Context: an optimization exercise on an open-source flow, tuned for small area and a short achievable clock period. The choices shown serve that exercise and are no tape-out recipe.
Function was checked by simulation only, so behaviour that the tests miss may differ from the original.
Power is estimated from default activity; no workload was simulated.

--- design.v ---
module c_dff
  (clk, reset, active, d, q);
   parameter width = 32;
   parameter offset = 0;
   parameter reset_type = 0;
   parameter [offset:(offset+width)-1] reset_value = {width{1'b0}};
   input clk;
   wire  clk;
   input reset;
   wire  reset;
   input active;
   wire  active;   
   input [offset:(offset+width)-1] d;
   output [offset:(offset+width)-1] q;
   reg [offset:(offset+width)-1] q;
  generate
      case(reset_type)
	0:
	  always @(posedge clk, posedge reset)
	    if(reset)
	      q <= reset_value;
	    else if(active)
	      q <= d;
	1:
	  always @(posedge clk)
	    if(reset)
	      q <= reset_value;
	    else if(active)
	      q <= d;
      endcase 
  endgenerate
endmodule
module STDPmodel_4PWL
(reset, clk, A_pre, A_post, start_replay_phase, W_previous, W_new);
	input reset;
	input clk;
	input A_pre;
	input A_post;
	input start_replay_phase;
	input  [31:0] W_previous;
	output [31:0] W_new;
	reg    [31:0] W_new;
	localparam [31:0] W_MAX = 32'h0020_0000;
	reg [2:0] Count_pre, Count_post;
	always @(posedge clk)
	  if (reset)              Count_pre <= 3'd0;
	  else if (A_pre)         Count_pre <= 3'd6;
	  else if (Count_pre!=0)  Count_pre <= Count_pre - 3'd1;
	always @(posedge clk)
	  if (reset)              Count_post <= 3'd0;
	  else if (A_post)        Count_post <= 3'd6;
	  else if (Count_post!=0) Count_post <= Count_post - 3'd1;
	wire nz_next = !reset && (A_pre || Count_pre > 3'd1) && (A_post || Count_post > 3'd1);
	reg nz;
	always @(posedge clk) nz <= nz_next;
	wire AdaptW = nz && !reset;
	wire [2:0] Delta_Count = Count_post - Count_pre;
	wire d2 = Delta_Count[2];
	wire [2:0] abs_dc = d2 ? (3'd0 - Delta_Count) : Delta_Count;
	reg AdaptW_2, AdaptW_3, AdaptW_4;
	reg sign_dt_hold, sign_dt_q2, sign_dt_q3, sign_dt_q4;
	wire sign_dt_s1 = AdaptW ? d2 : (AdaptW_4 ? sign_dt_hold : 1'b0);
	always @(posedge clk)
	  if (reset) begin
	    AdaptW_2 <= 1'b0; AdaptW_3 <= 1'b0; AdaptW_4 <= 1'b0;
	    sign_dt_hold <= 1'b0;
	    sign_dt_q2 <= 1'b0; sign_dt_q3 <= 1'b0; sign_dt_q4 <= 1'b0;
	  end else begin
	    AdaptW_2 <= AdaptW; AdaptW_3 <= AdaptW_2; AdaptW_4 <= AdaptW_3;
	    sign_dt_hold <= sign_dt_s1;
	    sign_dt_q2 <= sign_dt_s1; sign_dt_q3 <= sign_dt_q2; sign_dt_q4 <= sign_dt_q3;
	  end
	reg sgn2, sgn3;    
	wire [31:0] ws_in = d2 ? W_previous : (W_MAX - W_previous);
	reg  [31:0] Ws_q1, W_previous_q2;
	reg  g1, v1, v2;
	wire [31:0] w_q1 = g1 ? Ws_q1 : (W_MAX - Ws_q1);
	always @(posedge clk)
	  if (nz) begin
	    Ws_q1 <= ws_in;  g1 <= d2;
	    W_previous_q2 <= w_q1;
	  end
	always @(posedge clk)
	  if (reset) begin
	    v1 <= 1'b0; v2 <= 1'b0;
	  end else if (nz) begin
	    v1 <= 1'b1; v2 <= v1;
	  end
	wire [31:0] q2_next = nz ? w_q1 : W_previous_q2;
	wire        v2_next = nz ? v1 : v2;
	reg  [31:0] base_x;
	wire [31:0] base_d = reset   ? 32'd0 :
	                     nz_next ? (v2_next ? q2_next : 32'd0) :
	                               (base_x ^ {32{sgn3}});
	always @(posedge clk)
	  base_x <= base_d ^ {32{sgn2}};
	wire [3:0]  codeT = {d2, abs_dc};
	always @(posedge clk) sgn2 <= d2;
	wire [31:0] ws = Ws_q1;
	reg [42:0] kc;
	always @(posedge clk)
	  case (codeT)
	    4'b1001: kc <= 43'b1100110010111011101001010011010110111000110;
	    4'b1010: kc <= 43'b1001100101010101111011100010001111011000110;
	    4'b1011: kc <= 43'b0110100011100001111011000000111100011000110;
	    4'b1100: kc <= 43'b1111011110001101110000111011100101110011000;
	    4'b0001: kc <= 43'b1110100101011011000001111000111100010101011;
	    4'b0010: kc <= 43'b1101011110000001010010011101001111001110011;
	    4'b0011: kc <= 43'b1111001011011000111101010011010110101000011;
	    default: kc <= 43'b0;
	  endcase
	wire z5_6_1 = (ws[5] & ~ws[6]);
	wire z5_6_2 = (~ws[5] & ws[6]);
	wire z5_6_3 = (ws[5] & ws[6]);
	wire z7_8_1 = (ws[7] & ~ws[8]);
	wire z7_8_2 = (~ws[7] & ws[8]);
	wire z7_8_3 = (ws[7] & ws[8]);
	wire z9_10_11_1 = (ws[9] & ~ws[10] & ~ws[11]);
	wire z9_10_11_2 = (~ws[9] & ws[10] & ~ws[11]);
	wire z9_10_11_3 = (ws[9] & ws[10] & ~ws[11]);
	wire z9_10_11_4 = (~ws[9] & ~ws[10] & ws[11]);
	wire z9_10_11_5 = (ws[9] & ~ws[10] & ws[11]);
	wire z9_10_11_6 = (~ws[9] & ws[10] & ws[11]);
	wire z9_10_11_7 = (ws[9] & ws[10] & ws[11]);
	wire z12_13_1 = (ws[12] & ~ws[13]);
	wire z12_13_2 = (~ws[12] & ws[13]);
	wire z12_13_3 = (ws[12] & ws[13]);
	wire z14_15_1 = (ws[14] & ~ws[15]);
	wire z14_15_2 = (~ws[14] & ws[15]);
	wire z14_15_3 = (ws[14] & ws[15]);
	wire z16_17_1 = (ws[16] & ~ws[17]);
	wire z16_17_2 = (~ws[16] & ws[17]);
	wire z16_17_3 = (ws[16] & ws[17]);
	wire z18_19_1 = (ws[18] & ~ws[19]);
	wire z18_19_2 = (~ws[18] & ws[19]);
	wire z18_19_3 = (ws[18] & ws[19]);
	wire z20_21_22_1 = (ws[20] & ~ws[21] & ~ws[22]);
	wire z20_21_22_2 = (~ws[20] & ws[21] & ~ws[22]);
	wire z20_21_22_3 = (ws[20] & ws[21] & ~ws[22]);
	wire z20_21_22_4 = (~ws[20] & ~ws[21] & ws[22]);
	wire z20_21_22_5 = (ws[20] & ~ws[21] & ws[22]);
	wire z20_21_22_6 = (~ws[20] & ws[21] & ws[22]);
	wire z20_21_22_7 = (ws[20] & ws[21] & ws[22]);
	wire z23_24_1 = (ws[23] & ~ws[24]);
	wire z23_24_2 = (~ws[23] & ws[24]);
	wire z23_24_3 = (ws[23] & ws[24]);
	wire z25_26_1 = (ws[25] & ~ws[26]);
	wire z25_26_2 = (~ws[25] & ws[26]);
	wire z25_26_3 = (ws[25] & ws[26]);
	wire z27_28_1 = (ws[27] & ~ws[28]);
	wire z27_28_2 = (~ws[27] & ws[28]);
	wire z27_28_3 = (ws[27] & ws[28]);
	wire z29_30_1 = (ws[29] & ~ws[30]);
	wire z29_30_2 = (~ws[29] & ws[30]);
	wire z29_30_3 = (ws[29] & ws[30]);
	wire z31_1 = ws[31];
	wire k0 = kc[0];
	wire k1 = kc[1];
	wire k2 = kc[2];
	wire k3 = kc[3];
	wire k4 = kc[4];
	wire k5 = kc[5];
	wire k6 = kc[6];
	wire k7 = kc[7];
	wire k8 = kc[8];
	wire k9 = kc[9];
	wire k10 = kc[10];
	wire k11 = kc[11];
	wire k12 = kc[12];
	wire k13 = kc[13];
	wire k14 = kc[14];
	wire k15 = kc[15];
	wire k16 = kc[16];
	wire k17 = kc[17];
	wire k18 = kc[18];
	wire k19 = kc[19];
	wire k20 = kc[20];
	wire k21 = kc[21];
	wire k22 = kc[22];
	wire k23 = kc[23];
	wire k24 = kc[24];
	wire k25 = kc[25];
	wire k26 = kc[26];
	wire k27 = kc[27];
	wire k28 = kc[28];
	wire k29 = kc[29];
	wire k30 = kc[30];
	wire k31 = kc[31];
	wire k32 = kc[32];
	wire k33 = kc[33];
	wire k34 = kc[34];
	wire k35 = kc[35];
	wire k36 = kc[36];
	wire k37 = kc[37];
	wire k38 = kc[38];
	wire k39 = kc[39];
	wire k40 = kc[40];
	wire k41 = kc[41];
	wire k42 = kc[42];
	wire pp5_6_0 = (z5_6_1 & k0) | (z5_6_2 & k1) | (z5_6_3 & k2);
	wire pp5_6_1 = (z5_6_2 & k0);
	wire pp5_6_2 = (z5_6_3 & k0);
	wire pp7_8_0 = (z7_8_1 & k3) | (z7_8_2 & k4) | (z7_8_3 & k5);
	wire pp7_8_1 = (z7_8_1 & k1) | (z7_8_2 & k3) | (z7_8_3 & k6);
	wire pp7_8_2 = (z7_8_1 & k0) | (z7_8_2 & k1) | (z7_8_3 & k7);
	wire pp7_8_3 = (z7_8_2 & k0);
	wire pp7_8_4 = (z7_8_3 & k0);
	wire pp9_10_11_0 = (z9_10_11_1 & k8) | (z9_10_11_2 & k9) | (z9_10_11_3 & k10) | (z9_10_11_4 & k11) | (z9_10_11_5 & k12) | (z9_10_11_6 & k13) | (z9_10_11_7 & k14);
	wire pp9_10_11_1 = (z9_10_11_1 & k4) | (z9_10_11_2 & k8) | (z9_10_11_3 & k15) | (z9_10_11_4 & k9) | (z9_10_11_5 & k16) | (z9_10_11_6 & k8) | (z9_10_11_7 & k17);
	wire pp9_10_11_2 = (z9_10_11_1 & k3) | (z9_10_11_2 & k4) | (z9_10_11_3 & k18) | (z9_10_11_4 & k8) | (z9_10_11_5 & k19) | (z9_10_11_6 & k16) | (z9_10_11_7 & k20);
	wire pp9_10_11_3 = (z9_10_11_1 & k1) | (z9_10_11_2 & k3) | (z9_10_11_3 & k6) | (z9_10_11_4 & k4) | (z9_10_11_5 & k21) | (z9_10_11_6 & k3) | (z9_10_11_7 & k22);
	wire pp9_10_11_4 = (z9_10_11_1 & k0) | (z9_10_11_2 & k1) | (z9_10_11_3 & k7) | (z9_10_11_4 & k3) | (z9_10_11_5 & k23) | (z9_10_11_6 & k24) | (z9_10_11_7 & k25);
	wire pp9_10_11_5 = (z9_10_11_2 & k0) | (z9_10_11_4 & k1) | (z9_10_11_5 & k26) | (z9_10_11_6 & k27) | (z9_10_11_7 & k25);
	wire pp9_10_11_6 = (z9_10_11_3 & k0) | (z9_10_11_4 & k0) | (z9_10_11_5 & k23) | (z9_10_11_7 & k28);
	wire pp9_10_11_7 = (z9_10_11_5 & k5) | (z9_10_11_6 & k0) | (z9_10_11_7 & k0);
	wire pp12_13_0 = (z12_13_1 & k11) | (z12_13_2 & k27) | (z12_13_3 & k23);
	wire pp12_13_1 = (z12_13_1 & k11) | (z12_13_2 & k11) | (z12_13_3 & k27);
	wire pp12_13_2 = (z12_13_1 & k9) | (z12_13_2 & k11) | (z12_13_3 & k9);
	wire pp12_13_3 = (z12_13_1 & k8) | (z12_13_2 & k9) | (z12_13_3 & k14);
	wire pp12_13_4 = (z12_13_1 & k4) | (z12_13_2 & k8) | (z12_13_3 & k29);
	wire pp12_13_5 = (z12_13_1 & k3) | (z12_13_2 & k4) | (z12_13_3 & k30);
	wire pp12_13_6 = (z12_13_1 & k1) | (z12_13_2 & k3) | (z12_13_3 & k24);
	wire pp12_13_7 = (z12_13_1 & k0) | (z12_13_2 & k1) | (z12_13_3 & k27);
	wire pp12_13_8 = (z12_13_2 & k0);
	wire pp12_13_9 = (z12_13_3 & k0);
	wire pp14_15_0 = (z14_15_1 & k31) | (z14_15_2 & k32) | (z14_15_3 & k33);
	wire pp14_15_1 = (z14_15_1 & k27) | (z14_15_2 & k31) | (z14_15_3 & k34);
	wire pp14_15_2 = (z14_15_1 & k11) | (z14_15_2 & k27) | (z14_15_3 & k31);
	wire pp14_15_3 = (z14_15_1 & k11) | (z14_15_2 & k11) | (z14_15_3 & k27);
	wire pp14_15_4 = (z14_15_1 & k9) | (z14_15_2 & k11) | (z14_15_3 & k9);
	wire pp14_15_5 = (z14_15_1 & k8) | (z14_15_2 & k9) | (z14_15_3 & k14);
	wire pp14_15_6 = (z14_15_1 & k4) | (z14_15_2 & k8) | (z14_15_3 & k29);
	wire pp14_15_7 = (z14_15_1 & k3) | (z14_15_2 & k4) | (z14_15_3 & k30);
	wire pp14_15_8 = (z14_15_1 & k1) | (z14_15_2 & k3) | (z14_15_3 & k24);
	wire pp14_15_9 = (z14_15_1 & k0) | (z14_15_2 & k1) | (z14_15_3 & k27);
	wire pp14_15_10 = (z14_15_2 & k0);
	wire pp14_15_11 = (z14_15_3 & k0);
	wire pp16_17_1 = (z16_17_1 & k32) | (z16_17_3 & k32);
	wire pp16_17_2 = (z16_17_1 & k31) | (z16_17_2 & k32) | (z16_17_3 & k33);
	wire pp16_17_3 = (z16_17_1 & k27) | (z16_17_2 & k31) | (z16_17_3 & k34);
	wire pp16_17_4 = (z16_17_1 & k11) | (z16_17_2 & k27) | (z16_17_3 & k31);
	wire pp16_17_5 = (z16_17_1 & k11) | (z16_17_2 & k11) | (z16_17_3 & k27);
	wire pp16_17_6 = (z16_17_1 & k9) | (z16_17_2 & k11) | (z16_17_3 & k9);
	wire pp16_17_7 = (z16_17_1 & k8) | (z16_17_2 & k9) | (z16_17_3 & k14);
	wire pp16_17_8 = (z16_17_1 & k4) | (z16_17_2 & k8) | (z16_17_3 & k29);
	wire pp16_17_9 = (z16_17_1 & k3) | (z16_17_2 & k4) | (z16_17_3 & k30);
	wire pp16_17_10 = (z16_17_1 & k1) | (z16_17_2 & k3) | (z16_17_3 & k24);
	wire pp16_17_11 = (z16_17_1 & k0) | (z16_17_2 & k1) | (z16_17_3 & k27);
	wire pp16_17_12 = (z16_17_2 & k0);
	wire pp16_17_13 = (z16_17_3 & k0);
	wire pp18_19_3 = (z18_19_1 & k32) | (z18_19_3 & k32);
	wire pp18_19_4 = (z18_19_1 & k31) | (z18_19_2 & k32) | (z18_19_3 & k33);
	wire pp18_19_5 = (z18_19_1 & k27) | (z18_19_2 & k31) | (z18_19_3 & k34);
	wire pp18_19_6 = (z18_19_1 & k11) | (z18_19_2 & k27) | (z18_19_3 & k31);
	wire pp18_19_7 = (z18_19_1 & k11) | (z18_19_2 & k11) | (z18_19_3 & k27);
	wire pp18_19_8 = (z18_19_1 & k9) | (z18_19_2 & k11) | (z18_19_3 & k9);
	wire pp18_19_9 = (z18_19_1 & k8) | (z18_19_2 & k9) | (z18_19_3 & k14);
	wire pp18_19_10 = (z18_19_1 & k4) | (z18_19_2 & k8) | (z18_19_3 & k29);
	wire pp18_19_11 = (z18_19_1 & k3) | (z18_19_2 & k4) | (z18_19_3 & k30);
	wire pp18_19_12 = (z18_19_1 & k1) | (z18_19_2 & k3) | (z18_19_3 & k24);
	wire pp18_19_13 = (z18_19_1 & k0) | (z18_19_2 & k1) | (z18_19_3 & k27);
	wire pp18_19_14 = (z18_19_2 & k0);
	wire pp18_19_15 = (z18_19_3 & k0);
	wire pp20_21_22_5 = (z20_21_22_1 & k32) | (z20_21_22_3 & k32) | (z20_21_22_5 & k32) | (z20_21_22_7 & k32);
	wire pp20_21_22_6 = (z20_21_22_1 & k31) | (z20_21_22_2 & k32) | (z20_21_22_3 & k33) | (z20_21_22_5 & k31) | (z20_21_22_6 & k32) | (z20_21_22_7 & k33);
	wire pp20_21_22_7 = (z20_21_22_1 & k27) | (z20_21_22_2 & k31) | (z20_21_22_3 & k34) | (z20_21_22_4 & k32) | (z20_21_22_5 & k35) | (z20_21_22_6 & k33) | (z20_21_22_7 & k36);
	wire pp20_21_22_8 = (z20_21_22_1 & k11) | (z20_21_22_2 & k27) | (z20_21_22_3 & k31) | (z20_21_22_4 & k31) | (z20_21_22_5 & k37) | (z20_21_22_6 & k34) | (z20_21_22_7 & k32);
	wire pp20_21_22_9 = (z20_21_22_1 & k11) | (z20_21_22_2 & k11) | (z20_21_22_3 & k27) | (z20_21_22_4 & k27) | (z20_21_22_5 & k38) | (z20_21_22_6 & k31) | (z20_21_22_7 & k31);
	wire pp20_21_22_10 = (z20_21_22_1 & k9) | (z20_21_22_2 & k11) | (z20_21_22_3 & k9) | (z20_21_22_4 & k11) | (z20_21_22_5 & k9) | (z20_21_22_6 & k27) | (z20_21_22_7 & k39);
	wire pp20_21_22_11 = (z20_21_22_1 & k8) | (z20_21_22_2 & k9) | (z20_21_22_3 & k14) | (z20_21_22_4 & k11) | (z20_21_22_5 & k8) | (z20_21_22_6 & k9) | (z20_21_22_7 & k40);
	wire pp20_21_22_12 = (z20_21_22_1 & k4) | (z20_21_22_2 & k8) | (z20_21_22_3 & k29) | (z20_21_22_4 & k9) | (z20_21_22_5 & k41) | (z20_21_22_6 & k14) | (z20_21_22_7 & k7);
	wire pp20_21_22_13 = (z20_21_22_1 & k3) | (z20_21_22_2 & k4) | (z20_21_22_3 & k30) | (z20_21_22_4 & k8) | (z20_21_22_5 & k42) | (z20_21_22_6 & k29) | (z20_21_22_7 & k35);
	wire pp20_21_22_14 = (z20_21_22_1 & k1) | (z20_21_22_2 & k3) | (z20_21_22_3 & k24) | (z20_21_22_4 & k4) | (z20_21_22_5 & k21) | (z20_21_22_6 & k30) | (z20_21_22_7 & k22);
	wire pp20_21_22_15 = (z20_21_22_1 & k0) | (z20_21_22_2 & k1) | (z20_21_22_3 & k27) | (z20_21_22_4 & k3) | (z20_21_22_5 & k23) | (z20_21_22_6 & k24) | (z20_21_22_7 & k25);
	wire pp20_21_22_16 = (z20_21_22_2 & k0) | (z20_21_22_4 & k1) | (z20_21_22_5 & k26) | (z20_21_22_6 & k27) | (z20_21_22_7 & k25);
	wire pp20_21_22_17 = (z20_21_22_3 & k0) | (z20_21_22_4 & k0) | (z20_21_22_5 & k23) | (z20_21_22_7 & k28);
	wire pp20_21_22_18 = (z20_21_22_5 & k5) | (z20_21_22_6 & k0) | (z20_21_22_7 & k0);
	wire pp23_24_8 = (z23_24_1 & k32) | (z23_24_3 & k32);
	wire pp23_24_9 = (z23_24_1 & k31) | (z23_24_2 & k32) | (z23_24_3 & k33);
	wire pp23_24_10 = (z23_24_1 & k27) | (z23_24_2 & k31) | (z23_24_3 & k34);
	wire pp23_24_11 = (z23_24_1 & k11) | (z23_24_2 & k27) | (z23_24_3 & k31);
	wire pp23_24_12 = (z23_24_1 & k11) | (z23_24_2 & k11) | (z23_24_3 & k27);
	wire pp23_24_13 = (z23_24_1 & k9) | (z23_24_2 & k11) | (z23_24_3 & k9);
	wire pp23_24_14 = (z23_24_1 & k8) | (z23_24_2 & k9) | (z23_24_3 & k14);
	wire pp23_24_15 = (z23_24_1 & k4) | (z23_24_2 & k8) | (z23_24_3 & k29);
	wire pp23_24_16 = (z23_24_1 & k3) | (z23_24_2 & k4) | (z23_24_3 & k30);
	wire pp23_24_17 = (z23_24_1 & k1) | (z23_24_2 & k3) | (z23_24_3 & k24);
	wire pp23_24_18 = (z23_24_1 & k0) | (z23_24_2 & k1) | (z23_24_3 & k27);
	wire pp23_24_19 = (z23_24_2 & k0);
	wire pp23_24_20 = (z23_24_3 & k0);
	wire pp25_26_10 = (z25_26_1 & k32) | (z25_26_3 & k32);
	wire pp25_26_11 = (z25_26_1 & k31) | (z25_26_2 & k32) | (z25_26_3 & k33);
	wire pp25_26_12 = (z25_26_1 & k27) | (z25_26_2 & k31) | (z25_26_3 & k34);
	wire pp25_26_13 = (z25_26_1 & k11) | (z25_26_2 & k27) | (z25_26_3 & k31);
	wire pp25_26_14 = (z25_26_1 & k11) | (z25_26_2 & k11) | (z25_26_3 & k27);
	wire pp25_26_15 = (z25_26_1 & k9) | (z25_26_2 & k11) | (z25_26_3 & k9);
	wire pp25_26_16 = (z25_26_1 & k8) | (z25_26_2 & k9) | (z25_26_3 & k14);
	wire pp25_26_17 = (z25_26_1 & k4) | (z25_26_2 & k8) | (z25_26_3 & k29);
	wire pp25_26_18 = (z25_26_1 & k3) | (z25_26_2 & k4) | (z25_26_3 & k30);
	wire pp25_26_19 = (z25_26_1 & k1) | (z25_26_2 & k3) | (z25_26_3 & k24);
	wire pp25_26_20 = (z25_26_1 & k0) | (z25_26_2 & k1) | (z25_26_3 & k27);
	wire pp25_26_21 = (z25_26_2 & k0);
	wire pp25_26_22 = (z25_26_3 & k0);
	wire pp27_28_12 = (z27_28_1 & k32) | (z27_28_3 & k32);
	wire pp27_28_13 = (z27_28_1 & k31) | (z27_28_2 & k32) | (z27_28_3 & k33);
	wire pp27_28_14 = (z27_28_1 & k27) | (z27_28_2 & k31) | (z27_28_3 & k34);
	wire pp27_28_15 = (z27_28_1 & k11) | (z27_28_2 & k27) | (z27_28_3 & k31);
	wire pp27_28_16 = (z27_28_1 & k11) | (z27_28_2 & k11) | (z27_28_3 & k27);
	wire pp27_28_17 = (z27_28_1 & k9) | (z27_28_2 & k11) | (z27_28_3 & k9);
	wire pp27_28_18 = (z27_28_1 & k8) | (z27_28_2 & k9) | (z27_28_3 & k14);
	wire pp27_28_19 = (z27_28_1 & k4) | (z27_28_2 & k8) | (z27_28_3 & k29);
	wire pp27_28_20 = (z27_28_1 & k3) | (z27_28_2 & k4) | (z27_28_3 & k30);
	wire pp27_28_21 = (z27_28_1 & k1) | (z27_28_2 & k3) | (z27_28_3 & k24);
	wire pp27_28_22 = (z27_28_1 & k0) | (z27_28_2 & k1) | (z27_28_3 & k27);
	wire pp27_28_23 = (z27_28_2 & k0);
	wire pp27_28_24 = (z27_28_3 & k0);
	wire pp29_30_14 = (z29_30_1 & k32) | (z29_30_3 & k32);
	wire pp29_30_15 = (z29_30_1 & k31) | (z29_30_2 & k32) | (z29_30_3 & k33);
	wire pp29_30_16 = (z29_30_1 & k27) | (z29_30_2 & k31) | (z29_30_3 & k34);
	wire pp29_30_17 = (z29_30_1 & k11) | (z29_30_2 & k27) | (z29_30_3 & k31);
	wire pp29_30_18 = (z29_30_1 & k11) | (z29_30_2 & k11) | (z29_30_3 & k27);
	wire pp29_30_19 = (z29_30_1 & k9) | (z29_30_2 & k11) | (z29_30_3 & k9);
	wire pp29_30_20 = (z29_30_1 & k8) | (z29_30_2 & k9) | (z29_30_3 & k14);
	wire pp29_30_21 = (z29_30_1 & k4) | (z29_30_2 & k8) | (z29_30_3 & k29);
	wire pp29_30_22 = (z29_30_1 & k3) | (z29_30_2 & k4) | (z29_30_3 & k30);
	wire pp29_30_23 = (z29_30_1 & k1) | (z29_30_2 & k3) | (z29_30_3 & k24);
	wire pp29_30_24 = (z29_30_1 & k0) | (z29_30_2 & k1) | (z29_30_3 & k27);
	wire pp29_30_25 = (z29_30_2 & k0);
	wire pp29_30_26 = (z29_30_3 & k0);
	wire pp31_16 = (z31_1 & k32);
	wire pp31_17 = (z31_1 & k31);
	wire pp31_18 = (z31_1 & k27);
	wire pp31_19 = (z31_1 & k11);
	wire pp31_20 = (z31_1 & k11);
	wire pp31_21 = (z31_1 & k9);
	wire pp31_22 = (z31_1 & k8);
	wire pp31_23 = (z31_1 & k4);
	wire pp31_24 = (z31_1 & k3);
	wire pp31_25 = (z31_1 & k1);
	wire pp31_26 = (z31_1 & k0);
	wire m_s0 = pp5_6_0 ^ pp7_8_0;
	wire m_c0 = pp5_6_0 & pp7_8_0;
	wire m_s1 = pp5_6_1 ^ pp7_8_1 ^ pp9_10_11_1;
	wire m_c1 = (pp5_6_1 & pp7_8_1) | (pp5_6_1 & pp9_10_11_1) | (pp7_8_1 & pp9_10_11_1);
	wire m_s2 = pp12_13_1 ^ pp14_15_1;
	wire m_c2 = pp12_13_1 & pp14_15_1;
	wire m_s3 = pp5_6_2 ^ pp7_8_2 ^ pp9_10_11_2;
	wire m_c3 = (pp5_6_2 & pp7_8_2) | (pp5_6_2 & pp9_10_11_2) | (pp7_8_2 & pp9_10_11_2);
	wire m_s4 = pp12_13_2 ^ pp14_15_2 ^ pp16_17_2;
	wire m_c4 = (pp12_13_2 & pp14_15_2) | (pp12_13_2 & pp16_17_2) | (pp14_15_2 & pp16_17_2);
	wire m_s5 = pp7_8_3 ^ pp9_10_11_3 ^ pp12_13_3;
	wire m_c5 = (pp7_8_3 & pp9_10_11_3) | (pp7_8_3 & pp12_13_3) | (pp9_10_11_3 & pp12_13_3);
	wire m_s6 = pp14_15_3 ^ pp16_17_3 ^ pp18_19_3;
	wire m_c6 = (pp14_15_3 & pp16_17_3) | (pp14_15_3 & pp18_19_3) | (pp16_17_3 & pp18_19_3);
	wire m_s7 = pp7_8_4 ^ pp9_10_11_4 ^ pp12_13_4;
	wire m_c7 = (pp7_8_4 & pp9_10_11_4) | (pp7_8_4 & pp12_13_4) | (pp9_10_11_4 & pp12_13_4);
	wire m_s8 = pp14_15_4 ^ pp16_17_4 ^ pp18_19_4;
	wire m_c8 = (pp14_15_4 & pp16_17_4) | (pp14_15_4 & pp18_19_4) | (pp16_17_4 & pp18_19_4);
	wire m_s9 = pp9_10_11_5 ^ pp12_13_5 ^ pp14_15_5;
	wire m_c9 = (pp9_10_11_5 & pp12_13_5) | (pp9_10_11_5 & pp14_15_5) | (pp12_13_5 & pp14_15_5);
	wire m_s10 = pp16_17_5 ^ pp18_19_5 ^ pp20_21_22_5;
	wire m_c10 = (pp16_17_5 & pp18_19_5) | (pp16_17_5 & pp20_21_22_5) | (pp18_19_5 & pp20_21_22_5);
	wire m_s11 = pp9_10_11_6 ^ pp12_13_6 ^ pp14_15_6;
	wire m_c11 = (pp9_10_11_6 & pp12_13_6) | (pp9_10_11_6 & pp14_15_6) | (pp12_13_6 & pp14_15_6);
	wire m_s12 = pp16_17_6 ^ pp18_19_6 ^ pp20_21_22_6;
	wire m_c12 = (pp16_17_6 & pp18_19_6) | (pp16_17_6 & pp20_21_22_6) | (pp18_19_6 & pp20_21_22_6);
	wire m_s13 = pp9_10_11_7 ^ pp12_13_7 ^ pp14_15_7;
	wire m_c13 = (pp9_10_11_7 & pp12_13_7) | (pp9_10_11_7 & pp14_15_7) | (pp12_13_7 & pp14_15_7);
	wire m_s14 = pp16_17_7 ^ pp18_19_7 ^ pp20_21_22_7;
	wire m_c14 = (pp16_17_7 & pp18_19_7) | (pp16_17_7 & pp20_21_22_7) | (pp18_19_7 & pp20_21_22_7);
	wire m_s15 = pp12_13_8 ^ pp14_15_8 ^ pp16_17_8;
	wire m_c15 = (pp12_13_8 & pp14_15_8) | (pp12_13_8 & pp16_17_8) | (pp14_15_8 & pp16_17_8);
	wire m_s16 = pp18_19_8 ^ pp20_21_22_8 ^ pp23_24_8;
	wire m_c16 = (pp18_19_8 & pp20_21_22_8) | (pp18_19_8 & pp23_24_8) | (pp20_21_22_8 & pp23_24_8);
	wire m_s17 = pp12_13_9 ^ pp14_15_9 ^ pp16_17_9;
	wire m_c17 = (pp12_13_9 & pp14_15_9) | (pp12_13_9 & pp16_17_9) | (pp14_15_9 & pp16_17_9);
	wire m_s18 = pp18_19_9 ^ pp20_21_22_9 ^ pp23_24_9;
	wire m_c18 = (pp18_19_9 & pp20_21_22_9) | (pp18_19_9 & pp23_24_9) | (pp20_21_22_9 & pp23_24_9);
	wire m_s19 = pp14_15_10 ^ pp16_17_10 ^ pp18_19_10;
	wire m_c19 = (pp14_15_10 & pp16_17_10) | (pp14_15_10 & pp18_19_10) | (pp16_17_10 & pp18_19_10);
	wire m_s20 = pp20_21_22_10 ^ pp23_24_10 ^ pp25_26_10;
	wire m_c20 = (pp20_21_22_10 & pp23_24_10) | (pp20_21_22_10 & pp25_26_10) | (pp23_24_10 & pp25_26_10);
	wire m_s21 = pp14_15_11 ^ pp16_17_11 ^ pp18_19_11;
	wire m_c21 = (pp14_15_11 & pp16_17_11) | (pp14_15_11 & pp18_19_11) | (pp16_17_11 & pp18_19_11);
	wire m_s22 = pp20_21_22_11 ^ pp23_24_11 ^ pp25_26_11;
	wire m_c22 = (pp20_21_22_11 & pp23_24_11) | (pp20_21_22_11 & pp25_26_11) | (pp23_24_11 & pp25_26_11);
	wire m_s23 = pp16_17_12 ^ pp18_19_12 ^ pp20_21_22_12;
	wire m_c23 = (pp16_17_12 & pp18_19_12) | (pp16_17_12 & pp20_21_22_12) | (pp18_19_12 & pp20_21_22_12);
	wire m_s24 = pp23_24_12 ^ pp25_26_12 ^ pp27_28_12;
	wire m_c24 = (pp23_24_12 & pp25_26_12) | (pp23_24_12 & pp27_28_12) | (pp25_26_12 & pp27_28_12);
	wire m_s25 = pp16_17_13 ^ pp18_19_13 ^ pp20_21_22_13;
	wire m_c25 = (pp16_17_13 & pp18_19_13) | (pp16_17_13 & pp20_21_22_13) | (pp18_19_13 & pp20_21_22_13);
	wire m_s26 = pp23_24_13 ^ pp25_26_13 ^ pp27_28_13;
	wire m_c26 = (pp23_24_13 & pp25_26_13) | (pp23_24_13 & pp27_28_13) | (pp25_26_13 & pp27_28_13);
	wire m_s27 = pp18_19_14 ^ pp20_21_22_14 ^ pp23_24_14;
	wire m_c27 = (pp18_19_14 & pp20_21_22_14) | (pp18_19_14 & pp23_24_14) | (pp20_21_22_14 & pp23_24_14);
	wire m_s28 = pp25_26_14 ^ pp27_28_14 ^ pp29_30_14;
	wire m_c28 = (pp25_26_14 & pp27_28_14) | (pp25_26_14 & pp29_30_14) | (pp27_28_14 & pp29_30_14);
	wire m_s29 = pp18_19_15 ^ pp20_21_22_15 ^ pp23_24_15;
	wire m_c29 = (pp18_19_15 & pp20_21_22_15) | (pp18_19_15 & pp23_24_15) | (pp20_21_22_15 & pp23_24_15);
	wire m_s30 = pp25_26_15 ^ pp27_28_15 ^ pp29_30_15;
	wire m_c30 = (pp25_26_15 & pp27_28_15) | (pp25_26_15 & pp29_30_15) | (pp27_28_15 & pp29_30_15);
	wire m_s31 = pp20_21_22_16 ^ pp23_24_16 ^ pp25_26_16;
	wire m_c31 = (pp20_21_22_16 & pp23_24_16) | (pp20_21_22_16 & pp25_26_16) | (pp23_24_16 & pp25_26_16);
	wire m_s32 = pp27_28_16 ^ pp29_30_16 ^ pp31_16;
	wire m_c32 = (pp27_28_16 & pp29_30_16) | (pp27_28_16 & pp31_16) | (pp29_30_16 & pp31_16);
	wire m_s33 = pp20_21_22_17 ^ pp23_24_17 ^ pp25_26_17;
	wire m_c33 = (pp20_21_22_17 & pp23_24_17) | (pp20_21_22_17 & pp25_26_17) | (pp23_24_17 & pp25_26_17);
	wire m_s34 = pp27_28_17 ^ pp29_30_17 ^ pp31_17;
	wire m_c34 = (pp27_28_17 & pp29_30_17) | (pp27_28_17 & pp31_17) | (pp29_30_17 & pp31_17);
	wire m_s35 = pp20_21_22_18 ^ pp23_24_18 ^ pp25_26_18;
	wire m_c35 = (pp20_21_22_18 & pp23_24_18) | (pp20_21_22_18 & pp25_26_18) | (pp23_24_18 & pp25_26_18);
	wire m_s36 = pp27_28_18 ^ pp29_30_18 ^ pp31_18;
	wire m_c36 = (pp27_28_18 & pp29_30_18) | (pp27_28_18 & pp31_18) | (pp29_30_18 & pp31_18);
	wire m_s37 = pp23_24_19 ^ pp25_26_19 ^ pp27_28_19;
	wire m_c37 = (pp23_24_19 & pp25_26_19) | (pp23_24_19 & pp27_28_19) | (pp25_26_19 & pp27_28_19);
	wire m_s38 = pp29_30_19 ^ pp31_19;
	wire m_c38 = pp29_30_19 & pp31_19;
	wire m_s39 = pp23_24_20 ^ pp25_26_20 ^ pp27_28_20;
	wire m_c39 = (pp23_24_20 & pp25_26_20) | (pp23_24_20 & pp27_28_20) | (pp25_26_20 & pp27_28_20);
	wire m_s40 = pp29_30_20 ^ pp31_20;
	wire m_c40 = pp29_30_20 & pp31_20;
	wire m_s41 = pp25_26_21 ^ pp27_28_21 ^ pp29_30_21;
	wire m_c41 = (pp25_26_21 & pp27_28_21) | (pp25_26_21 & pp29_30_21) | (pp27_28_21 & pp29_30_21);
	wire m_s42 = pp25_26_22 ^ pp27_28_22;
	wire m_c42 = pp25_26_22 & pp27_28_22;
	wire m_s43 = m_s0 ^ pp9_10_11_0;
	wire m_c43 = m_s0 & pp9_10_11_0;
	wire m_s44 = m_s1 ^ m_s2 ^ pp16_17_1;
	wire m_c44 = (m_s1 & m_s2) | (m_s1 & pp16_17_1) | (m_s2 & pp16_17_1);
	wire m_s45 = m_s3 ^ m_s4 ^ m_c1;
	wire m_c45 = (m_s3 & m_s4) | (m_s3 & m_c1) | (m_s4 & m_c1);
	wire m_s46 = m_s5 ^ m_s6 ^ m_c3;
	wire m_c46 = (m_s5 & m_s6) | (m_s5 & m_c3) | (m_s6 & m_c3);
	wire m_s47 = m_s7 ^ m_s8 ^ m_c5;
	wire m_c47 = (m_s7 & m_s8) | (m_s7 & m_c5) | (m_s8 & m_c5);
	wire m_s48 = m_s9 ^ m_s10 ^ m_c7;
	wire m_c48 = (m_s9 & m_s10) | (m_s9 & m_c7) | (m_s10 & m_c7);
	wire m_s49 = m_s11 ^ m_s12 ^ m_c9;
	wire m_c49 = (m_s11 & m_s12) | (m_s11 & m_c9) | (m_s12 & m_c9);
	wire m_s50 = m_s13 ^ m_s14 ^ m_c11;
	wire m_c50 = (m_s13 & m_s14) | (m_s13 & m_c11) | (m_s14 & m_c11);
	wire m_s51 = m_s15 ^ m_s16 ^ m_c13;
	wire m_c51 = (m_s15 & m_s16) | (m_s15 & m_c13) | (m_s16 & m_c13);
	wire m_s52 = m_s17 ^ m_s18 ^ m_c15;
	wire m_c52 = (m_s17 & m_s18) | (m_s17 & m_c15) | (m_s18 & m_c15);
	wire m_s53 = m_s19 ^ m_s20 ^ m_c17;
	wire m_c53 = (m_s19 & m_s20) | (m_s19 & m_c17) | (m_s20 & m_c17);
	wire m_s54 = m_s21 ^ m_s22 ^ m_c19;
	wire m_c54 = (m_s21 & m_s22) | (m_s21 & m_c19) | (m_s22 & m_c19);
	wire m_s55 = m_s23 ^ m_s24 ^ m_c21;
	wire m_c55 = (m_s23 & m_s24) | (m_s23 & m_c21) | (m_s24 & m_c21);
	wire m_s56 = m_s25 ^ m_s26 ^ m_c23;
	wire m_c56 = (m_s25 & m_s26) | (m_s25 & m_c23) | (m_s26 & m_c23);
	wire m_s57 = m_s27 ^ m_s28 ^ m_c25;
	wire m_c57 = (m_s27 & m_s28) | (m_s27 & m_c25) | (m_s28 & m_c25);
	wire m_s58 = m_s29 ^ m_s30 ^ m_c27;
	wire m_c58 = (m_s29 & m_s30) | (m_s29 & m_c27) | (m_s30 & m_c27);
	wire m_s59 = m_s31 ^ m_s32 ^ m_c29;
	wire m_c59 = (m_s31 & m_s32) | (m_s31 & m_c29) | (m_s32 & m_c29);
	wire m_s60 = m_s33 ^ m_s34 ^ m_c31;
	wire m_c60 = (m_s33 & m_s34) | (m_s33 & m_c31) | (m_s34 & m_c31);
	wire m_s61 = m_s35 ^ m_s36 ^ m_c33;
	wire m_c61 = (m_s35 & m_s36) | (m_s35 & m_c33) | (m_s36 & m_c33);
	wire m_s62 = m_s37 ^ m_s38 ^ m_c35;
	wire m_c62 = (m_s37 & m_s38) | (m_s37 & m_c35) | (m_s38 & m_c35);
	wire m_s63 = m_s39 ^ m_s40 ^ m_c37;
	wire m_c63 = (m_s39 & m_s40) | (m_s39 & m_c37) | (m_s40 & m_c37);
	wire m_s64 = m_s41 ^ pp31_21 ^ m_c39;
	wire m_c64 = (m_s41 & pp31_21) | (m_s41 & m_c39) | (pp31_21 & m_c39);
	wire m_s65 = m_s42 ^ pp29_30_22 ^ pp31_22;
	wire m_c65 = (m_s42 & pp29_30_22) | (m_s42 & pp31_22) | (pp29_30_22 & pp31_22);
	wire m_s66 = pp27_28_23 ^ pp29_30_23 ^ pp31_23;
	wire m_c66 = (pp27_28_23 & pp29_30_23) | (pp27_28_23 & pp31_23) | (pp29_30_23 & pp31_23);
	wire m_s67 = pp27_28_24 ^ pp29_30_24;
	wire m_c67 = pp27_28_24 & pp29_30_24;
	wire m_s68 = m_s43 ^ pp12_13_0;
	wire m_c68 = m_s43 & pp12_13_0;
	wire m_s69 = m_s44 ^ m_c0 ^ m_c43;
	wire m_c69 = (m_s44 & m_c0) | (m_s44 & m_c43) | (m_c0 & m_c43);
	wire m_s70 = m_s45 ^ m_c2 ^ m_c44;
	wire m_c70 = (m_s45 & m_c2) | (m_s45 & m_c44) | (m_c2 & m_c44);
	wire m_s71 = m_s46 ^ m_c4 ^ m_c45;
	wire m_c71 = (m_s46 & m_c4) | (m_s46 & m_c45) | (m_c4 & m_c45);
	wire m_s72 = m_s47 ^ m_c6 ^ m_c46;
	wire m_c72 = (m_s47 & m_c6) | (m_s47 & m_c46) | (m_c6 & m_c46);
	wire m_s73 = m_s48 ^ m_c8 ^ m_c47;
	wire m_c73 = (m_s48 & m_c8) | (m_s48 & m_c47) | (m_c8 & m_c47);
	wire m_s74 = m_s49 ^ m_c10 ^ m_c48;
	wire m_c74 = (m_s49 & m_c10) | (m_s49 & m_c48) | (m_c10 & m_c48);
	wire m_s75 = m_s50 ^ m_c12 ^ m_c49;
	wire m_c75 = (m_s50 & m_c12) | (m_s50 & m_c49) | (m_c12 & m_c49);
	wire m_s76 = m_s51 ^ m_c14 ^ m_c50;
	wire m_c76 = (m_s51 & m_c14) | (m_s51 & m_c50) | (m_c14 & m_c50);
	wire m_s77 = m_s52 ^ m_c16 ^ m_c51;
	wire m_c77 = (m_s52 & m_c16) | (m_s52 & m_c51) | (m_c16 & m_c51);
	wire m_s78 = m_s53 ^ m_c18 ^ m_c52;
	wire m_c78 = (m_s53 & m_c18) | (m_s53 & m_c52) | (m_c18 & m_c52);
	wire m_s79 = m_s54 ^ m_c20 ^ m_c53;
	wire m_c79 = (m_s54 & m_c20) | (m_s54 & m_c53) | (m_c20 & m_c53);
	wire m_s80 = m_s55 ^ m_c22 ^ m_c54;
	wire m_c80 = (m_s55 & m_c22) | (m_s55 & m_c54) | (m_c22 & m_c54);
	wire m_s81 = m_s56 ^ m_c24 ^ m_c55;
	wire m_c81 = (m_s56 & m_c24) | (m_s56 & m_c55) | (m_c24 & m_c55);
	wire m_s82 = m_s57 ^ m_c26 ^ m_c56;
	wire m_c82 = (m_s57 & m_c26) | (m_s57 & m_c56) | (m_c26 & m_c56);
	wire m_s83 = m_s58 ^ m_c28 ^ m_c57;
	wire m_c83 = (m_s58 & m_c28) | (m_s58 & m_c57) | (m_c28 & m_c57);
	wire m_s84 = m_s59 ^ m_c30 ^ m_c58;
	wire m_c84 = (m_s59 & m_c30) | (m_s59 & m_c58) | (m_c30 & m_c58);
	wire m_s85 = m_s60 ^ m_c32 ^ m_c59;
	wire m_c85 = (m_s60 & m_c32) | (m_s60 & m_c59) | (m_c32 & m_c59);
	wire m_s86 = m_s61 ^ m_c34 ^ m_c60;
	wire m_c86 = (m_s61 & m_c34) | (m_s61 & m_c60) | (m_c34 & m_c60);
	wire m_s87 = m_s62 ^ m_c36 ^ m_c61;
	wire m_c87 = (m_s62 & m_c36) | (m_s62 & m_c61) | (m_c36 & m_c61);
	wire m_s88 = m_s63 ^ m_c38 ^ m_c62;
	wire m_c88 = (m_s63 & m_c38) | (m_s63 & m_c62) | (m_c38 & m_c62);
	wire m_s89 = m_s64 ^ m_c40 ^ m_c63;
	wire m_c89 = (m_s64 & m_c40) | (m_s64 & m_c63) | (m_c40 & m_c63);
	wire m_s90 = m_s65 ^ m_c41 ^ m_c64;
	wire m_c90 = (m_s65 & m_c41) | (m_s65 & m_c64) | (m_c41 & m_c64);
	wire m_s91 = m_s66 ^ m_c42 ^ m_c65;
	wire m_c91 = (m_s66 & m_c42) | (m_s66 & m_c65) | (m_c42 & m_c65);
	wire m_s92 = m_s67 ^ pp31_24 ^ m_c66;
	wire m_c92 = (m_s67 & pp31_24) | (m_s67 & m_c66) | (pp31_24 & m_c66);
	wire m_s93 = pp29_30_25 ^ pp31_25 ^ m_c67;
	wire m_c93 = (pp29_30_25 & pp31_25) | (pp29_30_25 & m_c67) | (pp31_25 & m_c67);
	wire m_s94 = pp29_30_26 ^ pp31_26;
	wire m_c94 = pp29_30_26 & pp31_26;
	wire [27:0] prod_a = {m_c94, m_s94, m_s93, m_s92, m_s91, m_s90, m_s89, m_s88, m_s87, m_s86, m_s85, m_s84, m_s83, m_s82, m_s81, m_s80, m_s79, m_s78, m_s77, m_s76, m_s75, m_s74, m_s73, m_s72, m_s71, m_s70, m_s69, m_s68};
	wire [27:0] prod_b = {1'b0, m_c93, m_c92, m_c91, m_c90, m_c89, m_c88, m_c87, m_c86, m_c85, m_c84, m_c83, m_c82, m_c81, m_c80, m_c79, m_c78, m_c77, m_c76, m_c75, m_c74, m_c73, m_c72, m_c71, m_c70, m_c69, m_c68, pp14_15_0};
	reg [27:0] P3a, P3b;
	always @(posedge clk) begin
	  P3a  <= prod_a;
	  P3b  <= prod_b;
	  sgn3 <= sgn2;
	end
	wire [27:0] cs_s = base_x[27:0] ^ P3a ^ P3b;
	wire [27:0] cs_c = (base_x[27:0] & P3a) | (base_x[27:0] & P3b) | (P3a & P3b);
	reg  [31:0] WB4;
	always @(posedge clk)
	  WB4 <= {base_x[31:28], cs_s} + {3'd0, cs_c, 1'b0};
	wire [31:0] w_clip = sign_dt_q4 ? 32'd0 : W_MAX;
	wire [31:0] W_B    = WB4 ^ {32{sign_dt_q4}};
	wire [31:0] w_sel  = AdaptW_4 ? (W_B[31] ? w_clip : W_B) : w_clip;
	wire        take   = start_replay_phase &&
	                     (AdaptW_4 || (nz && !reset && W_previous[31]));
	always @(posedge clk)
	  W_new <= take ? w_sel : W_previous;
endmodule
--- run.sh ---
#!/bin/bash
# synth_recipe.tcl (not shown) runs the flow's synth.tcl, then flattens the netlist and writes it again
# the make line also repeats each setting of config.mk as NAME=value (left out here)
make -C /OpenROAD-flow-scripts/flow DESIGN_CONFIG=/design/flow/config.mk WORK_HOME=/design/flow/orfs CLKGATE_MAP_FILE= SYNTH_SCRIPT=/design/flow/synth_recipe.tcl finish
--- config.mk ---
export PLATFORM = sky130hd
export DESIGN_NAME = STDPmodel_4PWL
export DESIGN_NICKNAME = STDPmodel_4PWL
export VERILOG_FILES = /design/flow/design.v
export SDC_FILE = /design/flow/constraint.sdc
export NUM_CORES = 4
export LEC_CHECK = 0
export CAP_MARGIN = 20
export CORE_MARGIN = 2
export CORE_UTILIZATION = 40
export CTS_BUF_LIST = sky130_fd_sc_hd__clkbuf_8
export CTS_CLUSTER_SIZE = 30
export SETUP_SLACK_MARGIN = 4.2
export SLEW_MARGIN = 20
--- constraint.sdc ---
create_clock -name core_clock -period 7.5 [get_ports {clk}]
set_input_delay 1.5000 -clock core_clock [delete_from_list [all_inputs] [get_ports {clk}]]
set_output_delay 1.5000 -clock core_clock [all_outputs]
set_load 0.01 [all_outputs]
==> flow_summary_export.csv, run 1 <==
group,metric,value,unit
timing,rsz0062_at_grt,"yes",
clock_network,clock-sinks,276,
synth,synthesis.instances,1777,
pwr,design_power_total,9.855,mW
critical_path,end_kind,"flop",
clock_network,cts_tree,"built",
final_layout,final_nets,2025,
timing,hold_viol_final,0,
synth,synthesis.nets,1975,
flow_run,max-cap-violations,0,
synth,synth_enable_flop_cells,33,
timing,fin_worst_hold_slack,0.4413,ns
place,worst_case_setup_slack_after_placement,3.134,ns
critical_path,worst_r2r_path_depth,7,
floorplan,fp.dieH,209.7,µm
timing,fmaxAchievable,305.6,MHz
place,place.gp.congestion,0.9139,
timing,timing.slew.headroom,0.2553,
final_layout,area_growth,15.90,%
clock_network,cts_inserted_buffers,46,
global_route,number_of_antenna_violations_at_the_first_check_in_global_routing,0,
global_route,grt_use_total,0.2036,
global_route,largest_net_degree_at_the_start_of_global_routing,69,
final_layout,layout_common_cells,"dfxtp_1 (232), nor2_1 (145), a21oi_1 (130)",
synth,postSynth.topFlopCell,"dfxtp_1",
clock_network,clock_insertion_delay_at_the_later_pin_of_the_skew_report,0.62,ns
floorplan,initial_core_util,0.4044,
routing,route.detailed.wl_per_inst,19.16,µm
place,port_buffers,68,
floorplan,row_count,75,
clock_network,clock_tree.buffer_depth,3,
critical_path,crit_fanout,36,
timing,final_period_minus_worst_setup_slack,3.273,ns
synth,post_synthesis_async_set_or_reset_flop_share,0,
critical_path,timing.critical_path.arrival,3.75,ns
pwr,power_density,502.4,mW/mm²
routing,drt_first_iter_violations,1116,
timing,fin_tns_setup,0,ns
critical_path,startpoint_type,"flop",
timing,timing.final.max_slew_violations,0,
floorplan,die_x,209.7,µm
timing,timing.final.setup_violations,0,
place,place.detailed.hpwl,31.10,mm
clock_network,root_buffer,"clkbuf_8",
synth,synth.distinct_cells,67,
floorplan,placeableCoreArea,0.04185,mm²
final_layout,diodes,0,
global_route,grt_remaining_overflow,0,
final_layout,final_design_area_no_fill,0.01962,mm²
floorplan,num_io_pins,69,
synth,post_synth.cell_area_avg,9.524,µm²
worst_hold_path,worst_hold_path.num_cells,1,
critical_path,path_class,"flop to flop",
routing,antenna_violating_nets_post_route,0,
timing,final.setup.worst_slack,4.227,ns
timing,layout_worst_path_cycle_share,0.4363,
synth,synth-seq-area-share,0.3460,
final_layout,nFillCells,3879,
routing,vias,12970,
pwr,vdd_drop_max,0.2440,mV
place,detailed_place.area,0.01789,mm²
routing,drtPass1Iterations,7,
timing,worst_slew_pin_slew,1.117,ns
clock_network,cts.hold.buffers_added,0,
routing,routed_via_density,5.399,
outcome,status,"finished clean",
final_layout,drive_above_1_share,0.1390,
floorplan,die-area,0.04397,mm²
synth,syn-cell-area,0.01692,mm²
global_route,first_global_vias,12700,
synth,synth-warning-count,1,
global_route,wire_length_of_the_first_global_routing_pass,70.09,mm
critical_path,timing.critical_path.required,7.98,ns
clock_network,clkSlewWorstSetupHoldPaths,0.06,ns
synth,yosys_register_bits,276,
worst_hold_path,holdCritPathClass,"flop to flop",
routing,drt-total-wl,46.03,mm
final_layout,final_common_cell,"dfxtp_1",
timing,clock-skew-final,0.04074,ns
pwr,power.leakage,8.272,nW
clock_network,htree_num_levels,2,
routing,drt_drc_violations_left,0,
-- flip-flops by register name, summed over array words and instances (netlist names), 3 cells and up --
name and flops:
kc 43, Ws_q1 32, W_previous_q2 32, Count_pre 3, P3b 27, P3a 28
Count_post 3, base_x 32, W_new 32, WB4 32
-- metrics by stage --
stage | std cells | util
3_5_place_dp | 2271 | 0.4275
2_1_floorplan | 1777 | -
5_1_grt | 2402 | 0.4687
4_1_cts | 2380 | 0.4591
6_report | 2402 | 0.4687
3_3_place_gp | 2271 | 0.4273
-- final cells by class --
cell class / instances / area [µm²] / area share
tap: 539 / 674.4 / 0.03438
multi-input combinational: 1259 / 10380 / 0.5293
timing repair buffer: 139 / 1299 / 0.06621
clock buffer: 58 / 798.3 / 0.04069
inverter: 105 / 397.9 / 0.02028
clock inverter: 26 / 187.7 / 0.009568
sequential: 276 / 5877 / 0.2996
-- critical path, stage by stage, from the launching register on --
cell and delay [ns]:
edfxtp_1 0.38, buf_8 0.26, nor2b_1 0.41, a22oi_1 0.18
o221ai_2 0.38, fa_1 0.52, fa_1 0.51, fa_1 0.48
-- kinds of logic (layout without fill, tap and decap cells) --
group	Yosys count	in the layout	share of synthesized area
simple gates	428	429	0.1184
compound gates	424	424	0.1652
flops	276	276	0.3460
buf+inv	243	328	0.06032
xor+xnor	165	165	0.08539
fa+ha+maj	161	161	0.1700
mux	80	80	0.05463
-- power breakdown --
| part | internal, mW | switching [mW] | leakage [nW] |
|---|---|---|---|
| logic | 2.59 | 3.21 | 5.35 |
| clock network | 0.798 | 0.618 | 0.567 |
| registers | 2.14 | 0.494 | 2.35 |
| total | 5.53 | 4.33 | 8.27 |
-- per-layer routing --
layer | up-vias | share of wire | GRT usage | wire length, µm
met5 | - | 0 | 0 | 0
met4 | 0 | 0.026 | 0.06897 | 1205
met3 | 89 | 0.068 | 0.04175 | 3125
met2 | 440 | 0.44 | 0.3145 | 20290
met1 | 6258 | 0.47 | 0.2845 | 21420
li1 | 6182 | - | - | -
-- synthesized netlist by cell type, types with 11 or more instances --
master    count  area (µm²)
nor2_1      147       551.8
nor3_1       22       110.1
a21o_1       17       127.6
inv_1       105       394.1
and2_1       23       143.9
clkbuf_1    106       397.9
nor2b_1      32       200.2
a22oi_1      39       292.8
mux2i_1      29       290.3
xnor2_1      94       823.3
edfxtp_1     33       991.0
fa_1        115        2302
mux2_2       45       506.7
xor2_1       71       621.9
o21ai_0      82       410.4
a21oi_1     133       665.6
ha_1         46       575.6
a22o_1       71       621.9
dfxtp_1     243        4865
nand2b_1     11       68.82
nand3_1      25       125.1
nand2_1     111       416.7
or2_2        11       68.82
-- path summary, 6_finish.rpt --
kind,start,to,slack (ns)
setup / recovery,Ws_q1[20],P3a[7],4.23
hold reg to reg,AdaptW_2,AdaptW_3,0.44
hold / removal,AdaptW_2,AdaptW_3,0.44
setup reg to reg,Ws_q1[20],P3a[7],4.23
-- what timing repair did --
item	4_1_cts	5_1_grt
pin swaps	9	23
buffers inserted	25	19
endpoints found under the setup margin	60	74
resized for setup	32	49
gates cloned	0	2
==> inputs of run 2 (changes only) <==
--- a/config.mk
+++ b/config.mk
@@ -7,7 +7,7 @@
 export LEC_CHECK = 0
 export CAP_MARGIN = 20
 export CORE_MARGIN = 2
-export CORE_UTILIZATION = 40
+export CORE_UTILIZATION = 50
 export CTS_BUF_LIST = sky130_fd_sc_hd__clkbuf_8
 export CTS_CLUSTER_SIZE = 30
 export SETUP_SLACK_MARGIN = 4.2
==> flow_summary_export.csv, run 2 <==
group,metric,value,unit
clock_network,htree_num_levels,2,
clock_network,cts_tree,"built",
place,worst_case_setup_slack_after_placement,3.023,ns
critical_path,crit_fanout,4,
synth,post_synth.cell_area_avg,9.524,µm²
final_layout,final_design_area_no_fill,0.01949,mm²
final_layout,largest_register_ffs,43,
place,place.gp.congestion,0.8577,
synth,synth-seq-area-share,0.3460,
clock_network,clock_tree.buffer_depth,3,
clock_network,clock_insertion_delay_at_the_later_pin_of_the_skew_report,0.63,ns
timing,timing.final.max_slew_violations,0,
flow_run,max-cap-violations,0,
synth,synth-warning-count,1,
synth,synth.area.mux_share,0.05463,
synth,postSynth.topFlopCell,"dfxtp_1",
synth,synth_largest_type_area_fraction,0.2874,
routing,drt_first_iter_violations,1171,
clock_network,root_buffer,"clkbuf_8",
timing,clock-skew-final,0.03419,ns
timing,layout_worst_path_cycle_share,0.4393,
synth,yosys.area.top_type,"dfxtp_1",
routing,route.detailed.wl_per_inst,20.50,µm
timing,timing.final.setup_violations,0,
routing,wirelength_met1,22.01,mm
timing,final.setup.worst_slack,4.205,ns
synth,synth.distinct_cells,67,
synth,post_synthesis_compound_gate_area_fraction,0.1652,
global_route,number_of_antenna_violations_at_the_first_check_in_global_routing,0,
critical_path,worst_r2r_path_depth,11,
synth,yosys_register_bits,276,
synth,post-synth-top-count-cell,"dfxtp_1",
synth,post_synth_fa_ha_maj_area_fraction,0.1700,
place,place.detailed.instances,2179,
routing,dr_wl_met2,20.57,mm
timing,hold_viol_final,0,
timing,fin_tns_setup,0,ns
place,place.detailed.hpwl,31.37,mm
routing,drtPass1Iterations,5,
synth,synth_commonest_cells,"dfxtp_1 (243), nor2_1 (147), a21oi_1 (133)",
timing,fmaxAchievable,303.5,MHz
clock_network,cts_inserted_buffers,47,
global_route,first_global_vias,12840,
clock_network,clkSlewWorstSetupHoldPaths,0.06,ns
global_route,largest_net_degree_at_the_start_of_global_routing,85,
final_layout,area_growth,15.15,%
clock_network,cts.hold.buffers_added,0,
worst_hold_path,worst_hold_path.num_cells,1,
synth,post_synth_xor_xnor_area,0.08538,
global_route,wire_length_of_the_first_global_routing_pass,72.28,mm
timing,fin_worst_hold_slack,0.4332,ns
synth,post_synthesis_async_set_or_reset_flop_share,0,
floorplan,die_x,188.0,µm
synth,synthTopCellsByArea,"dfxtp_1 (29%), fa_1 (14%), edfxtp_1 (5.9%)",
global_route,grt_remaining_overflow,0,
final_layout,largest_register,"kc",
critical_path,timing.critical_path.required,7.99,ns
global_route,grt_use_total,0.2627,
synth,synthesis.nets,1975,
outcome,status,"finished clean",
routing,drt_drc_violations_left,0,
clock_network,clock-sinks,276,
place,port_buffers,68,
synth,syn-cell-area,0.01692,mm²
place,detailed_place.area,0.01776,mm²
routing,vias,13080,
final_layout,final_nets,2025,
pwr,vdd_drop_max,0.2264,mV
floorplan,num_io_pins,69,
timing,timing.slew.headroom,0.2405,
routing,detailroute.wirelength.met3,3.741,mm
pwr,power.leakage,8.213,nW
critical_path,timing.critical_path.arrival,3.79,ns
floorplan,die-area,0.03534,mm²
floorplan,initial_core_util,0.5060,
synth,synth_enable_flop_cells,33,
synth,synth-simple-area-share,0.1184,
critical_path,end_kind,"flop",
routing,routed_via_density,5.650,
routing,top_layer_used,"met4",
final_layout,drive_above_1_share,0.1448,
routing,antenna_violating_nets_post_route,0,
pwr,power_density,512.8,mW/mm²
timing,final_period_minus_worst_setup_slack,3.295,ns
synth,main_combinational_cell_family_by_area_after_synthesis,"adder cells",
routing,drt-total-wl,47.45,mm
floorplan,row_count,67,
final_layout,layout_common_cells,"dfxtp_1 (231), nor2_1 (145), a21oi_1 (131)",
synth,synthesis.instances,1777,
floorplan,fp.dieH,188.0,µm
final_layout,instances_no_fill,2314,
critical_path,path_class,"flop to flop",
timing,worst_slew_pin_slew,1.139,ns
worst_hold_path,holdCritPathClass,"flop to flop",
floorplan,placeableCoreArea,0.03345,mm²
timing,rsz0062_at_grt,"yes",
critical_path,startpoint_type,"flop",
final_layout,final_common_cell,"dfxtp_1",
[run 2: cell types whose count changed in the layout (fill, tap and decap cells not counted), moves of 4 or more]
cell | previous run | this run
clkdlybuf4s50_1 | 62 | 58
clkinv_1 | 0 | 8
clkbuf_8 | 58 | 54
dlygate4sd2_1 | 2 | 7
inv_1 | 122 | 115
[run 2: stage by stage]
step                        util  power, mW
after global placement    0.5308      7.867
after global routing      0.5826      10.81
after floorplan                -      6.521
after detailed placement  0.5311      7.965
final                     0.5827      9.994
after CTS                 0.5726      9.624
[run 2: routing by layer]
metal | GRT usage | vias to the layer above
li1 | - | 6185
met1 | 0.3754 | 6326
met2 | 0.3967 | 478
met3 | 0.05278 | 86
met4 | 0.08995 | 0
met5 | 0 | -
[run 2: critical path, stage by stage (launching register included)]
cell	delay, ns
dfxtp_2	0.32
fa_1	0.58
ha_4	0.23
a21o_1	0.17
or3_4	0.35
o21ai_4	0.19
o31ai_4	0.12
o221a_4	0.28
a21o_4	0.24
buf_4	0.14
and4_1	0.18
or3_1	0.35
[run 2: worst paths after layout]
path	start	endpoint	slack, ns
setup / recovery	P3b[6]	WB4[27]	4.21
hold reg to reg	sign_dt_q3	sign_dt_q4	0.43
setup reg to reg	P3b[6]	WB4[27]	4.21
hold / removal	sign_dt_q3	sign_dt_q4	0.43
[run 2: what timing repair did]
action | 4_1_cts | 5_1_grt
pin swaps | 20 | 23
endpoints found under the setup margin | 58 | 73
gates cloned | 0 | 3
buffers inserted | 32 | 12
resized for setup | 47 | 46
[run 2: logic make-up after synthesis]
family	Yosys count
XOR/XNOR	165
AO/OA/AOI/OAI	424
flip-flops	276
buffers and inverters	243
adder cells (fa/ha/maj)	161
AND/OR/NAND/NOR	428
multiplexers	80
[run 2: final cells by class]
class / count / area (µm²)
antenna: 1 / 2.502
clock buffer: 54 / 743.2
clock inverter: 33 / 207.7
fill: 2893 / 13960
inverter: 105 / 405.4
multi-input combinational: 1259 / 10420
sequential: 276 / 5873
tap: 448 / 560.5
timing repair buffer: 137 / 1276
timing repair inverter: 1 / 5.005
[run 2: report_power, final]
part           internal (mW)  switching [mW]
Combinational           2.70            3.27
Clock                  0.731           0.645
Sequential              2.14           0.510
Total                   5.57            4.43
==> inputs of run 3 (changes only) <==
==> flow/run.sh (new file) <==
#!/bin/bash
# The standard layout (the standard.sh, standard synthesis included),
# with two changes that only save cells: the port buffers are buf_1 cells
# rather than the resizer's default pick (every port still gets its
# buffer), and clock tree synthesis adds no dummy load cells.
set -euo pipefail
export BUFFER_PORTS_ARGS="-buffer_cell sky130_fd_sc_hd__buf_1"
export CTS_ARGS="-sink_clustering_enable -repair_clock_nets -sink_clustering_size 30 -buf_list sky130_fd_sc_hd__clkbuf_8 -dont_use_dummy_load"
bash standard.sh > standard.log 2>&1
==> standard.sh (new file) <==
#!/bin/bash
# synth_recipe.tcl (not shown) runs the flow's synth.tcl, then flattens the netlist and writes it again
# the make line also repeats each setting of config.mk as NAME=value (left out here)
make -C /OpenROAD-flow-scripts/flow DESIGN_CONFIG=/design/flow/config.mk WORK_HOME=/design/flow/orfs CLKGATE_MAP_FILE= SYNTH_SCRIPT=/design/flow/synth_recipe.tcl "${@:-finish}"
--- a/config.mk
+++ b/config.mk
@@ -7,7 +7,7 @@
 export LEC_CHECK = 0
 export CAP_MARGIN = 20
 export CORE_MARGIN = 2
-export CORE_UTILIZATION = 50
+export CORE_UTILIZATION = 40
 export CTS_BUF_LIST = sky130_fd_sc_hd__clkbuf_8
 export CTS_CLUSTER_SIZE = 30
 export SETUP_SLACK_MARGIN = 4.2
removed: run.sh
==> flow_summary_export.csv, run 3 <==
group,metric,value,unit
outcome,status,"finished clean",
routing,drt_first_iter_violations,1320,
synth,synthTopCellsByArea,"dfxtp_1 (29%), fa_1 (14%), edfxtp_1 (5.9%)",
floorplan,initial_core_util,0.4044,
synth,post-synth-top-count-cell,"dfxtp_1",
pwr,design_power_total,9.468,mW
routing,routed_via_density,5.478,
final_layout,area_growth,10.76,%
routing,dr_wl_met2,19.87,mm
clock_network,clock_insertion_delay_at_the_later_pin_of_the_skew_report,0.57,ns
final_layout,instances_no_fill,2360,
timing,worst_slew_pin_slew,1.163,ns
synth,yosys.area.top_type,"dfxtp_1",
routing,wirelength_met1,20.94,mm
synth,post_synthesis_async_set_or_reset_flop_share,0,
critical_path,end_kind,"flop",
floorplan,die-area,0.04397,mm²
clock_network,clock_tree.buffer_depth,3,
place,place.detailed.hpwl,31.15,mm
clock_network,htree_num_levels,2,
floorplan,die_x,209.7,µm
timing,layout_worst_path_cycle_share,0.4331,
critical_path,crit_fanout,34,
synth,synthesis.nets,1975,
critical_path,critPathBufInv,3,
timing,fin_worst_hold_slack,0.4345,ns
routing,antenna_violating_nets_post_route,0,
final_layout,final_common_cell,"dfxtp_1",
global_route,grt_use_total,0.2017,
place,port_buffers,68,
floorplan,num_io_pins,69,
final_layout,nFillCells,3959,
routing,detailroute.wirelength.met3,2.879,mm
routing,route.detailed.wl_per_inst,19.02,µm
timing,clock-skew-final,0.06248,ns
timing,timing.final.setup_violations,0,
worst_hold_path,holdCritPathClass,"flop to flop",
synth,postSynth.topFlopCell,"dfxtp_1",
synth,post_synth.cell_area_avg,9.524,µm²
routing,drtPass1Iterations,5,
critical_path,critPathMostFrequentCell,"fa_1",
timing,fin_tns_setup,0,ns
timing,final_period_minus_worst_setup_slack,3.248,ns
synth,synth_enable_flop_cells,33,
floorplan,fp.dieH,209.7,µm
critical_path,path_class,"flop to flop",
global_route,grt_remaining_overflow,0,
critical_path,startpoint_type,"flop",
synth,synth.distinct_cells,67,
pwr,power.leakage,7.780,nW
critical_path,cpLargestDelayFamily,"adder cells",
final_layout,final_nets,2021,
synth,synthesis.instances,1777,
routing,drt-total-wl,44.88,mm
final_layout,largest_register,"kc",
timing,rsz0062_at_grt,"yes",
timing,hold_viol_final,0,
synth,syn-cell-area,0.01692,mm²
clock_network,clock-sinks,276,
final_layout,diodes,0,
critical_path,timing.critical_path.required,7.89,ns
final_layout,layout_common_cells,"dfxtp_1 (232), nor2_1 (144), a21oi_1 (129)",
global_route,largest_net_degree_at_the_start_of_global_routing,76,
synth,synth-seq-area-share,0.3460,
routing,vias,12930,
critical_path,cpMaxStageDelayCell,"fa_1",
timing,fmaxAchievable,307.9,MHz
final_layout,final_design_area_no_fill,0.01875,mm²
place,place.detailed.instances,2271,
routing,drt_drc_violations_left,0,
clock_network,cts.hold.buffers_added,0,
place,detailed_place.area,0.01746,mm²
final_layout,drive_above_1_share,0.1296,
global_route,wire_length_of_the_first_global_routing_pass,70.22,mm
floorplan,placeableCoreArea,0.04185,mm²
pwr,power_density,505.1,mW/mm²
clock_network,clkSlewWorstSetupHoldPaths,0.06,ns
timing,timing.final.max_slew_violations,0,
global_route,number_of_antenna_violations_at_the_first_check_in_global_routing,0,
floorplan,row_count,75,
place,place.gp.congestion,0.8598,
pwr,vdd_drop_max,0.1942,mV
synth,synth_largest_type_area_fraction,0.2874,
synth,synth_commonest_cells,"dfxtp_1 (243), nor2_1 (147), a21oi_1 (133)",
flow_run,max-cap-violations,0,
synth,yosys_register_bits,276,
routing,top_layer_used,"met4",
final_layout,largest_register_ffs,43,
critical_path,critical_path_cell_by_cell,"buf_8 -> mux4_2 -> nand2_1 -> o21ai_0 -> fa_1 -> inv_1 -> fa_1 -> inv_1 -> fa_1",
timing,timing.slew.headroom,0.2248,
critical_path,timing.critical_path.arrival,3.64,ns
clock_network,cts_tree,"built",
critical_path,cpPeakStageDelay,0.56,ns
global_route,first_global_vias,12770,
synth,synth-warning-count,1,
clock_network,root_buffer,"clkbuf_8",
clock_network,cts_inserted_buffers,46,
run 3: area by class of cell:
type / count / area [µm²] / share of cell area
Multi-Input combinational cell: 1258 / 10320 / 0.5506
Sequential cell: 276 / 5874 / 0.3134
Timing Repair Buffer: 136 / 844.6 / 0.04505
Tap cell: 539 / 674.4 / 0.03597
Clock buffer: 46 / 633.1 / 0.03377
Inverter: 105 / 397.9 / 0.02122
run 3: kinds of logic after synthesis:
| kind of cell | after synthesis | synth area share |
|---|---|---|
| AND/OR/NAND/NOR | 428 | 0.1184 |
| XOR/XNOR | 165 | 0.08539 |
| adder cells (fa/ha/maj) | 161 | 0.1700 |
| AO/OA/AOI/OAI | 424 | 0.1652 |
| buffers and inverters | 243 | 0.06032 |
| multiplexers | 80 | 0.05463 |
| flip-flops | 276 | 0.3460 |
run 3: worst paths after layout:
path	slack [ns]	to	from	cells after the start
worst min-delay path	0.43	sign_dt_q4	sign_dt_q3	1
worst min register to register	0.43	sign_dt_q4	sign_dt_q3	1
worst max-delay path	4.25	P3a[16]	Ws_q1[21]	9
worst max register to register	4.25	P3a[16]	Ws_q1[21]	9
run 3: timing repair:
action	4_1_cts	5_1_grt
resized for setup	24	41
gates cloned	0	1
setup endpoints to repair	50	33
setup buffers	24	18
pin swaps	5	11
run 3: worst register-to-register path: stages (launching register included):
cell and delay, ns:
edfxtp_1 0.38, buf_8 0.25, mux4_2 0.57, nand2_1 0.07, o21ai_0 0.11, fa_1 0.56, inv_1 0.07, fa_1 0.53
inv_1 0.06, fa_1 0.47
run 3: metal layers:
metal	up-vias	GRT usage
met2	474	0.3179
met4	0	0.06383
li1	6139	-
met5	-	0
met3	88	0.02978
met1	6228	0.2855
run 3: per-stage QoR:
| step | worst slack, ns | utilization |
|---|---|---|
| global placement | 3.494 | 0.4170 |
| detailed placement | 3.460 | 0.4171 |
| global route | 4.137 | 0.4479 |
| finish | 4.252 | 0.4479 |
| floorplan | 4.203 | - |
| CTS | 4.066 | 0.4395 |
run 3: where the power goes:
| group | internal, mW | switching, mW | total, mW |
|---|---|---|---|
| Sequential | 2.14 | 0.525 | 2.66 |
| Clock | 0.539 | 0.535 | 1.07 |
| Combinational | 2.55 | 3.18 | 5.73 |
| Total | 5.23 | 4.24 | 9.47 |

-- static timing again, ports no longer ideal --
The flow's constraints put no driver on any port. The routed layouts listed below were extracted and timed again, unchanged, in two steps.
Step 1, drivers: a clkbuf_16 drives clk and a buf_2 each remaining input, both assumed.
Step 2, shift: input delay + t, output delay - t, t = (earliest + latest rising clock arrival at the registers) / 2. This alone moves slack from input paths to output paths.
Three values: ideal, step 1, step 2; two values: the first two.
run | t (ns) | setup slack, ns
run 1 | 0.645 | 4.227 / 4.227 / 3.672
run 2 | 0.662 | 4.205 / 4.205 / 3.693
run 3 | 0.594 | 4.252 / 4.252 / 3.840
After both steps setup and hold are still met in every run listed.
